From an optimization exercise on the open Yosys and OpenROAD flow, aimed at small area and a short achievable clock period; shortcuts taken in it are not production practice. Only simulation tests tie the RTL to the original design; equivalence was not proved. Power is estimated from default activity; no workload was simulated.

## run 5
## rv_exu
module rv_exu (
  input         clk,
  input         rst,
  input  [31:0] instr,
  input  [31:0] pc,
  input         stall,
  input         flush,
  input  [31:0] dmem_rdata,
  output        dmem_re,
  output        dmem_we,
  output [31:0] dmem_addr,
  output [31:0] dmem_wdata,
  output        br_taken,
  output [31:0] br_target,
  output        wb_we,
  output [4:0]  wb_rd,
  output [31:0] wb_data
);
For scale: about 3000 cells after synthesis, ~50000 sq um of cells after synthesis.
clock: 24.0 ns
lec_check: 0
cap_margin: 20
core_margin: 2
core_utilization: 50
slew_margin: 20
synth_hierarchical: 1
synth_minimum_keep_size: 0
standard.sh (not shown) runs the stock make flow with config.mk's settings and CLKGATE_MAP_FILE= SYNTH_SCRIPT=/design/flow/synth_recipe.tcl, a recipe that flattens the netlist after the stock synthesis.
==> flow/flow/run.sh <==
#!/bin/bash
# The standard layout (standard.sh, all steps), with changes made only
# through ORFS's own variables:
#  - port buffers are buf_1 cells instead of the delay cell buffer_ports picks
#    by default (every port still gets its buffer);
#  - clock tree: no dummy loads, clkbuf_8/clkbuf_16, clusters of up to 30
#    sinks within 100 um;
#  - repair_timing aims for 14.2 ns of setup slack instead of 0, so that it
#    speeds up the paths that set the achieved period.
# make's output goes to flow.log here; each ORFS step logs under orfs/logs.
set -euo pipefail
export BUFFER_PORTS_ARGS="-buffer_cell sky130_fd_sc_hd__buf_1"
export CTS_ARGS="-sink_clustering_enable -repair_clock_nets -dont_use_dummy_load -buf_list {sky130_fd_sc_hd__clkbuf_8 sky130_fd_sc_hd__clkbuf_16} -sink_clustering_size 30 -sink_clustering_max_diameter 100"
export SETUP_SLACK_MARGIN=14.2
bash standard.sh > flow.log 2>&1
Run 5 | status: complete | timing, DRC, antenna: pass
Setup changes, run 5 to run 1
diff --git a/flow/flow/run.sh b/flow/flow/run.sh
--- a/flow/flow/run.sh
+++ b/flow/flow/run.sh
@@ -7,3 +7,3 @@
 #    sinks within 100 um;
-#  - repair_timing aims for 14.2 ns of setup slack instead of 0, so that it
+#  - repair_timing aims for 14.0 ns of setup slack instead of 0, so that it
 #    speeds up the paths that set the achieved period.
@@ -13,3 +13,3 @@
 export CTS_ARGS="-sink_clustering_enable -repair_clock_nets -dont_use_dummy_load -buf_list {sky130_fd_sc_hd__clkbuf_8 sky130_fd_sc_hd__clkbuf_16} -sink_clustering_size 30 -sink_clustering_max_diameter 100"
-export SETUP_SLACK_MARGIN=14.2
+export SETUP_SLACK_MARGIN=14.0
 bash standard.sh > flow.log 2>&1
==> run summary <==
Timing, DRC, antenna: 0 failures across run 5 and run 1. Comparing run 5 with run 1, the post-route cell area came out essentially unchanged. Re proportion of power drawn by combinational gates: run 5 and run 1 aren't equal, and the higher value belongs to run 5. Post-layout instance count excluding filler cells: run 5 vs run 1 — no meaningful difference. Run 1 and run 5 ended up with roughly the same relative area of non-clock buffer cells in the final design. As far as clock-pin slew on the worst setup and hold paths is concerned, run 1 and run 5 perform about the same.

---

Starting RTL as in the previous note.
==> flow/config.mk <==
export PLATFORM = sky130hd
export DESIGN_NAME = rv_exu
export DESIGN_NICKNAME = rv_exu
export VERILOG_FILES = /design/flow/design.v
export SDC_FILE = /design/flow/constraint.sdc
export NUM_CORES = 4
export LEC_CHECK = 0
export CAP_MARGIN = 20
export CORE_MARGIN = 2
export CORE_UTILIZATION = 50
export SLEW_MARGIN = 20
export SYNTH_HIERARCHICAL = 1
export SYNTH_MINIMUM_KEEP_SIZE = 0
==> flow/constraint.sdc <==
create_clock -name core_clock -period 24.0 [get_ports {clk}]
set_input_delay 4.8000 -clock core_clock [delete_from_list [all_inputs] [get_ports {clk}]]
set_output_delay 4.8000 -clock core_clock [all_outputs]
set_load 0.01 [all_outputs]
==> flow/flow/run.sh <==
#!/bin/bash
# The standard layout (standard.sh, all steps), with changes made only
# through ORFS's own variables:
#  - port buffers are buf_1 cells instead of the delay cell buffer_ports picks
#    by default (every port still gets its buffer);
#  - clock tree: no dummy loads, clkbuf_8/clkbuf_16, clusters of up to 24
#    sinks within 120 um;
#  - repair_timing aims for 14.0 ns of setup slack instead of 0, so that it
#    speeds up the paths that set the achieved period.
# make's output goes to flow.log here; each ORFS step logs under orfs/logs.
set -euo pipefail
export BUFFER_PORTS_ARGS="-buffer_cell sky130_fd_sc_hd__buf_1"
export CTS_ARGS="-sink_clustering_enable -repair_clock_nets -dont_use_dummy_load -buf_list {sky130_fd_sc_hd__clkbuf_8 sky130_fd_sc_hd__clkbuf_16} -sink_clustering_size 24 -sink_clustering_max_diameter 120"
export SETUP_SLACK_MARGIN=14.0
bash standard.sh > flow.log 2>&1
Next try:
==> flow/flow/run.sh (replaced) <==
#!/bin/bash
# The standard layout (standard.sh, all steps), with changes made only
# through ORFS's own variables:
#  - port buffers are buf_1 cells instead of the delay cell buffer_ports picks
#    by default (every port still gets its buffer);
#  - clock tree: no dummy loads, clkbuf_8/clkbuf_16, clusters of up to 30
#    sinks within 100 um;
#  - repair_timing aims for 14.0 ns of setup slack instead of 0, so that it
#    speeds up the paths that set the achieved period.
# make's output goes to flow.log here; each ORFS step logs under orfs/logs.
set -euo pipefail
export BUFFER_PORTS_ARGS="-buffer_cell sky130_fd_sc_hd__buf_1"
export CTS_ARGS="-sink_clustering_enable -repair_clock_nets -dont_use_dummy_load -buf_list {sky130_fd_sc_hd__clkbuf_8 sky130_fd_sc_hd__clkbuf_16} -sink_clustering_size 30 -sink_clustering_max_diameter 100"
export SETUP_SLACK_MARGIN=14.0
bash standard.sh > flow.log 2>&1
CAP_MARGIN = 10   (was 20)
CORE_UTILIZATION = 65   (was 50)
SLEW_MARGIN = 10   (was 20)
The changed run completed without violations.
Cell area drops slightly.
Clock-buffer cell count decreases by 9.
Worst setup slack is better by 0.0094 ns.
Sequential power barely changes.
Critical path depth came out higher by 18.
Routed wire length went down by a few percent.
Combinational power barely changes.
Area after synthesis does not change.
Core utilization goes up by 17 points.
Non-clock buffer count grows by 1.
Power shrinks by a few percent.

## port drivers added, routing unchanged
Ports are ideal in the flow. The routed layouts listed here were re-timed in OpenROAD.
Step 1, drivers: a clkbuf_16 drives clk and a buf_2 each remaining input, both assumed.
Step 2 times the ports against the registers' clock, not the clock port: input delays grow and output delays shrink by t, the midpoint of the rising clock arrivals with the driver on.
Slacks: ideal / step 1 / step 2; pairs: ideal / step 1.
run	t (ns)	setup WS [ns]	hold WS [ns]	worst register clock-pin slew, ns
run 5	0.732	13.964 / 13.884 / 13.930	0.549 / 0.549 / 0.549	0.12 / 0.12
run 1	0.748	13.972 / 13.931 / 13.931	0.549 / 0.549 / 0.549	0.12 / 0.12
the first run of note 2	0.782	13.968 / 13.899 / 13.927	0.560 / 0.560 / 0.560	0.10 / 0.10
the second run of note 2	0.704	13.977 / 13.901 / 13.961	0.557 / 0.557 / 0.557	0.12 / 0.12
After both steps setup and hold are still met in every run listed.
